Source: an optimization exercise on an open RTL-to-GDS flow (aim: small area). Production flows keep margins and buffers that such runs may drop.
In this exercise RTL edits were held to simulation tests only and were not proved equivalent to the original.

==> flow/design.v, too long to show whole: its modules and the start of the top module <==
// module systolic_array_3x3: 3102 lines
// module pp: 3 lines
// module fa: 4 lines
// module ha: 4 lines
// module xr: 3 lines
// module xn: 3 lines
// module nd2: 3 lines
// module nd3: 3 lines
// module nd4: 3 lines
// module an4: 3 lines
module systolic_array_3x3(
    input clk,
    input rst,
    input [71:0] a,
    input [71:0] b,
    output [143:0] c
);
  // ...
==> flow/flow/run.sh <==
#!/bin/bash
# Own layout flow: the standard ORFS flow (standard.sh, unchanged
# synthesis) with three placement/clock-tree settings changed:
#  - the port buffers use the smallest buffer cell instead of the default;
#  - the clock tree is built from clkbuf_8 cells without dummy loads;
#  - buffers that timing-driven global placement adds as a trial are not kept.
# ORFS keeps each step's full log under orfs/logs/; make's own output goes to
# standard_flow.log in this folder.
set -euo pipefail
cat >> config.mk <<'EOM'
export BUFFER_PORTS_ARGS = -buffer_cell sky130_fd_sc_hd__buf_1
export CTS_ARGS = -sink_clustering_enable -repair_clock_nets -buf_list sky130_fd_sc_hd__clkbuf_8 -dont_use_dummy_load
export GPL_KEEP_OVERFLOW = 0
EOM
bash standard.sh > standard_flow.log 2>&1
==> flow/standard.sh <==
#!/bin/bash
# synth_recipe.tcl (not shown) runs the flow's synth.tcl, then flattens the netlist and writes it again
# the make line also repeats each setting of config.mk as NAME=value (left out here)
make -C /OpenROAD-flow-scripts/flow DESIGN_CONFIG=/design/flow/config.mk WORK_HOME=/design/flow/orfs CLKGATE_MAP_FILE= SYNTH_SCRIPT=/design/flow/synth_recipe.tcl "${@:-finish}"
==> flow/config.mk <==
export PLATFORM = sky130hd
export DESIGN_NAME = systolic_array_3x3
export DESIGN_NICKNAME = systolic_array_3x3
export VERILOG_FILES = /design/flow/design.v
export SDC_FILE = /design/flow/constraint.sdc
export NUM_CORES = 4
export LEC_CHECK = 0
export CAP_MARGIN = 20
export CORE_MARGIN = 2
export CORE_UTILIZATION = 40
export CTS_BUF_LIST = sky130_fd_sc_hd__clkbuf_8
export PLACE_DENSITY = 0.6
export SLEW_MARGIN = 20
export SYNTH_HIERARCHICAL = 1
export BUFFER_PORTS_ARGS = -buffer_cell sky130_fd_sc_hd__buf_1
export CTS_ARGS = -sink_clustering_enable -repair_clock_nets -buf_list sky130_fd_sc_hd__clkbuf_8 -dont_use_dummy_load
export GPL_KEEP_OVERFLOW = 0
==> flow/constraint.sdc <==
create_clock -name core_clock -period 8.0 [get_ports {clk}]
set_input_delay 1.6000 -clock core_clock [delete_from_list [all_inputs] [get_ports {clk}]]
set_output_delay 1.6000 -clock core_clock [all_outputs]
set_load 0.01 [all_outputs]
==> impl_metrics.env, run 1 <==
export IMPL_r2r_cells=17
export IMPL_inverters=49
export IMPL_seq_area_frac_synth_pct=24.68
export IMPL_worstSetupStartpoint="b10n[2]"
export IMPL_switching_share_pct=46.78
export IMPL_ir_worst_vdd_mv=0.3041
export IMPL_hold_violations=0
export IMPL_rsz0062_at_grt="false"
export IMPL_grtUsageMet3_pct=3.897
export IMPL_synth_simple_area_share_pct=12.49
export IMPL_die_w_um=218.6
export IMPL_synth_main_ff_cell="dfstp_2"
export IMPL_worstMarginPinSlew_ns=0.5811
export IMPL_worst_path_stages=13
export IMPL_track_usage_pct=19.84
export IMPL_h_tree_depth=4
export IMPL_synth_area_leader_cell="fa_1"
export IMPL_pre_cts_ws_ns=0.6407
export IMPL_clk_share_pct=1.185
export IMPL_async_flop_share_pct=100.0
export IMPL_cp_top_family="adder cells"
export IMPL_cts_num_sinks=176
export IMPL_grt_overflow_total=0
export IMPL_timing_rr_end="c21[15]"
export IMPL_n_antenna_cell=0
export IMPL_multi_input_cells=1198
export IMPL_multi_input_area_um2=13270
export IMPL_status="timing/DRC/antenna clean"
==> run 2: changes to the inputs <==
--- a/flow/design.v
+++ b/flow/design.v
@@ -1,47 +1,49 @@
 module systolic_array_3x3(
     input clk,
     input rst,
     input [71:0] a,
     input [71:0] b,
     output [143:0] c
 );
-reg [7:0] a00n, a01n, a02n, a10n, a11n, a12n, a20n, b00n, b10n, b20n, b01n, b11n, b21n, b02n;
+reg [7:0] a10n, a11n, a12n, a20n, b01n, b11n, b21n, b02n;
+reg [7:0] a00, a01, a02, b00, b10, b20;
+wire [7:0] a00n = ~a00, a01n = ~a01, a02n = ~a02, b00n = ~b00, b10n = ~b10, b20n = ~b20;
 reg [15:0] c11, c12, c21, c22;
 wire [15:0] c00, c01, c02, c10, c20;
 wire [15:0] n11, n12, n21, n22;
 always @(posedge clk or posedge rst) begin
     if (rst) begin
-        a00n <= 8'hff;
-        a01n <= 8'hff;
-        a02n <= 8'hff;
+        a00 <= 8'd0;
+        a01 <= 8'd0;
+        a02 <= 8'd0;
         a10n <= 8'hff;
         a11n <= 8'hff;
         a12n <= 8'hff;
         a20n <= 8'hff;
-        b00n <= 8'hff;
-        b10n <= 8'hff;
-        b20n <= 8'hff;
+        b00 <= 8'd0;
+        b10 <= 8'd0;
+        b20 <= 8'd0;
         b01n <= 8'hff;
         b11n <= 8'hff;
         b21n <= 8'hff;
         b02n <= 8'hff;
         c11 <= 16'd0; c12 <= 16'd0; c21 <= 16'd0; c22 <= 16'd0;
     end else begin
-        a00n <= ~a[7:0];
-        a01n <= ~a[15:8];
-        a02n <= ~a[23:16];
+        a00 <= a[7:0];
+        a01 <= a[15:8];
+        a02 <= a[23:16];
         a10n <= a00n;
         a11n <= a01n;
         a12n <= a02n;
         a20n <= a10n;
-        b00n <= ~b[7:0];
-        b10n <= ~b[31:24];
-        b20n <= ~b[55:48];
+        b00 <= b[7:0];
+        b10 <= b[31:24];
+        b20 <= b[55:48];
         b01n <= b00n;
         b11n <= b10n;
         b21n <= b20n;
         b02n <= b01n;
         c11 <= n11; c12 <= n12; c21 <= n21; c22 <= n22;
     end
 end
 assign c = {c22, c21, c20, c12, c11, c10, c02, c01, c00};
==> impl_metrics.env, run 2 <==
export IMPL_status="timing/DRC/antenna clean"
export IMPL_hpwlAfterDp_um=34590
export IMPL_synth_edf_count=0
export IMPL_h_tree_depth=4
export IMPL_seq_area_frac_synth_pct=24.43
export IMPL_track_usage_pct=19.97
export IMPL_power_density_nw_per_um2=292.8
export IMPL_area_growth_pct=7.445
export IMPL_yosys_warnings=7
export IMPL_path_class="flip-flop to output pin"
export IMPL_critPathCaptureType="output pin"
export IMPL_finClkSkew_ns=0.03156
export IMPL_yosys_area_share_xor_xnor_pct=1.575
export IMPL_crit_path_start_kind="flip-flop"
export IMPL_synth_area_leader_cell="fa_1"
export IMPL_final_fill_count=4292
export IMPL_rows=78
export IMPL_synth_mux_area_share_pct=0
export IMPL_worstHoldEndpoint="a20n[4]"
export IMPL_layout_common_cells="nor2_1, fa_1, buf_1"
export IMPL_nNetsFinal=2347
export IMPL_topRoutingLayerUsed="met4"
export IMPL_drcViolationCount=0
export IMPL_cap_violations=0
export IMPL_multi_input_area_um2=13270
export IMPL_drive_gt1_share_pct=5.260
export IMPL_synthDistinctLibCells=13
export IMPL_maxSlewHeadroom_pct=45.90
export IMPL_p_leak_nw=8.988
export IMPL_grt_pass1_vias=13160
export IMPL_setup_viol=0
export IMPL_worstMarginPinSlew_ns=0.8107
export IMPL_cts_buffers=17
export IMPL_hp_class="flip-flop to flip-flop"
export IMPL_io_pin_count=290
export IMPL_wl_met1_um=17270
export IMPL_finalMaxSlewViolations=0
export IMPL_ys_seq_elements=176
export IMPL_netlist_area_leader_share_pct=52.69
export IMPL_syn_num_nets=2188
export IMPL_synth_compound_area_share_pct=0
export IMPL_ff2ff_setup_slack_ns=0.63
export IMPL_viasPerCell=5.099
export IMPL_rsz0062_at_grt="false"
export IMPL_path_max_fanout=17
export IMPL_clk_pin_slew_ns=0.10
export IMPL_dr_pass1_iters=8
export IMPL_min_from="a10n[4]"
export IMPL_grt_pass1_wl_um=71730
export IMPL_syn_area_um2=18350
export IMPL_fin_crit_sh_pct=96.36
export IMPL_fin_crit_ns=7.709
export IMPL_netlist_top_cells_count="nor2_1, fa_1, dfrtp_1, ha_1, dfstp_2"
export IMPL_crit_top_cell="fa_1"
export IMPL_required_ns=6.40
export IMPL_cts_root_buf="clkbuf_8"
export IMPL_synth_main_ff_cell="dfrtp_1"
export IMPL_grt_max_degree=97
export IMPL_die_area_um2=47610
export IMPL_crit_slowest_cell="inv_1"
export IMPL_grt_overflow_total=0
export IMPL_wl_um=43580
export IMPL_ir_worst_vdd_mv=0.2346
export IMPL_syn_avg_cell_area_um2=12.42
export IMPL_pre_cts_ws_ns=0.4869
export IMPL_regArea_um2=4484
export IMPL_cts_num_sinks=176
export IMPL_tns_ns=0
export IMPL_finalWorstSetupSlack_ns=0.2911
export IMPL_n_antenna_cell=0
export IMPL_die_w_um=218.2
export IMPL_antenna_found_initial=0
export IMPL_final_common_cell="nor2_1"
export IMPL_synthCells=1478
export IMPL_path_cells="inv_1, nor2_1, ha_1, fa_1, fa_1, fa_1, fa_1, fa_1, fa_1, fa_1, fa_1, fa_1, xor2_1, buf_1"
export IMPL_timing_rr_end="c21[15]"
export IMPL_whs_path_depth=0
export IMPL_worstSkewPairLatency_ns=0.56
export IMPL_hold_violations=0
export IMPL_synth_simple_area_share_pct=12.53
export IMPL_met3WireLength_um=2309
export IMPL_synthTopCellsByArea="fa_1, dfrtp_1, nor2_1"
export IMPL_num_vias=11400
export IMPL_first_iter_violations=603
export IMPL_cp_data_arrival_time_ns=6.11
export IMPL_power_mw=5.774
export IMPL_r2r_cells=18
export IMPL_yosys_area_share_adder_pct=58.21
export IMPL_cts_max_path_buffers=2
export IMPL_r2r_start="b10[0]"
export IMPL_hold_buffers=0
export IMPL_whs_ns=0.4352
export IMPL_synth_most_common_cell="nor2_1"
export IMPL_floorplan_initialDensity_pct=40.44
export IMPL_gp_congestion=0.8489
export IMPL_io_buffers=193
export IMPL_synth_top_family_by_area="adder cells"
export IMPL_max_freq_mhz=129.7
export IMPL_max_stage_delay_ns=0.56
export IMPL_wl_met2_um=22780
export IMPL_wl_per_cell_um=19.50
export IMPL_die_h_um=218.2
export IMPL_ant_nets=0
export IMPL_cts_tree="done"
export IMPL_async_flop_share_pct=100.0
export IMPL_core_area_um2=45380
[run 2: repair_timing]
item,4_1_cts,5_1_grt
setup buffers,0,0
setup endpoints to repair,0,5
hold endpoints to repair,0,0
resized for setup,0,2
[run 2: how the worst max path moves through the flow]
stage / startpoint / to / slack (ns) / cells after the start
2_1_floorplan: b10[2] / c21[15] / 1.20 / 18
3_3_place_gp: rst / b20[6] / -0.67 / 2
3_5_place_dp: b10[1] / c21[15] / 0.49 / 18
4_1_cts: b10[1] / c[59] / 0.12 / 14
5_1_grt: b10[0] / c[59] / 0.02 / 14
6_report: b10[0] / c[59] / 0.29 / 14
[run 2: per-stage QoR]
| step | cell area [um^2] | utilization (%) | std cells |
|---|---|---|---|
| 2_1_floorplan | 18350 | - | 1478 |
| 4_1_cts | 19710 | 43.44 | 2235 |
| 3_5_place_dp | 19480 | 42.92 | 2218 |
| 6_report | 19720 | 43.45 | 2235 |
| 3_3_place_gp | 19410 | 42.78 | 2216 |
| 5_1_grt | 19720 | 43.45 | 2235 |
[run 2: layer usage]
metal	GRT usage (%)	vias up
met4	7.211	0
met3	4.050	70
met2	34.31	362
met5	0	-
met1	25.06	6211
li1	-	4754
[run 2: report_power, final]
group | internal [mW] | switching (mW) | total [mW]
registers | 1.19 | 0.129 | 1.31
clock network | 0.187 | 0.311 | 0.498
logic | 1.70 | 2.26 | 3.96
[run 2: logic make-up after synthesis]
family        count (synthesis)
flops                       176
simple gates                601
xor+xnor                     33
buf+inv                     104
fa+ha+maj                   564
[run 2: area by class of cell]
type	count	share of cell area (%)
timing repair buffer	195	3.953
clock buffer	17	1.187
sequential	176	22.74
tap	600	3.807
inverter	49	1.009
multi-input combinational	1198	67.30
[run 2: Yosys stat by module, one instance, submodules excluded]
| module | cells | flip-flops and latches | copies in the design | cell area [um^2] |
|---|---|---|---|---|
| nd2 | 1 | 0 | 10 | 3.754 |
| pp | 1 | 0 | 576 | 3.754 |
| fa | 1 | 0 | 483 | 20.02 |
| an4 | 1 | 0 | 5 | 8.758 |
| nd4 | 1 | 0 | 5 | 6.256 |
| nd3 | 1 | 0 | 5 | 5.005 |
| systolic_array_3x3 | 280 | 176 | 1 | 5081 |
| ha | 1 | 0 | 81 | 12.51 |
| xn | 1 | 0 | 20 | 8.758 |
| xr | 1 | 0 | 13 | 8.758 |
[run 2: critical path: cells and delay by family, from the launching register on]
family | cells | cell delay (ns)
buf+inv | 2 | 0.76
simple gates | 1 | 0.12
flops | 1 | 0.37
fa+ha+maj | 10 | 3.94
xor+xnor | 1 | 0.36

[static timing again, ports no longer ideal]
How much do the figures lean on ideal ports? The routed layouts below were timed once more, with nothing changed but the port constraints. Step 1 (the two cells are an assumption about what drives the block):
set clk [get_ports {clk}]
set_driving_cell -lib_cell sky130_fd_sc_hd__clkbuf_16 $clk
set_driving_cell -lib_cell sky130_fd_sc_hd__buf_2 [delete_from_list [all_inputs] $clk]
Step 2 times the ports against the registers' clock, not the clock port: input delays grow and output delays shrink by t, the midpoint of the rising clock arrivals with the driver on. Three values: ideal, step 1, step 2; two values: the first two.
run	shift t [ns]	slack for setup (ns)	worst slew at a driven data input, ns
run 1	0.591	0.344 / 0.297 / 0.714	0.04
run 2	0.595	0.291 / 0.242 / 0.629	0.06
After both steps every run listed still meets setup and hold.
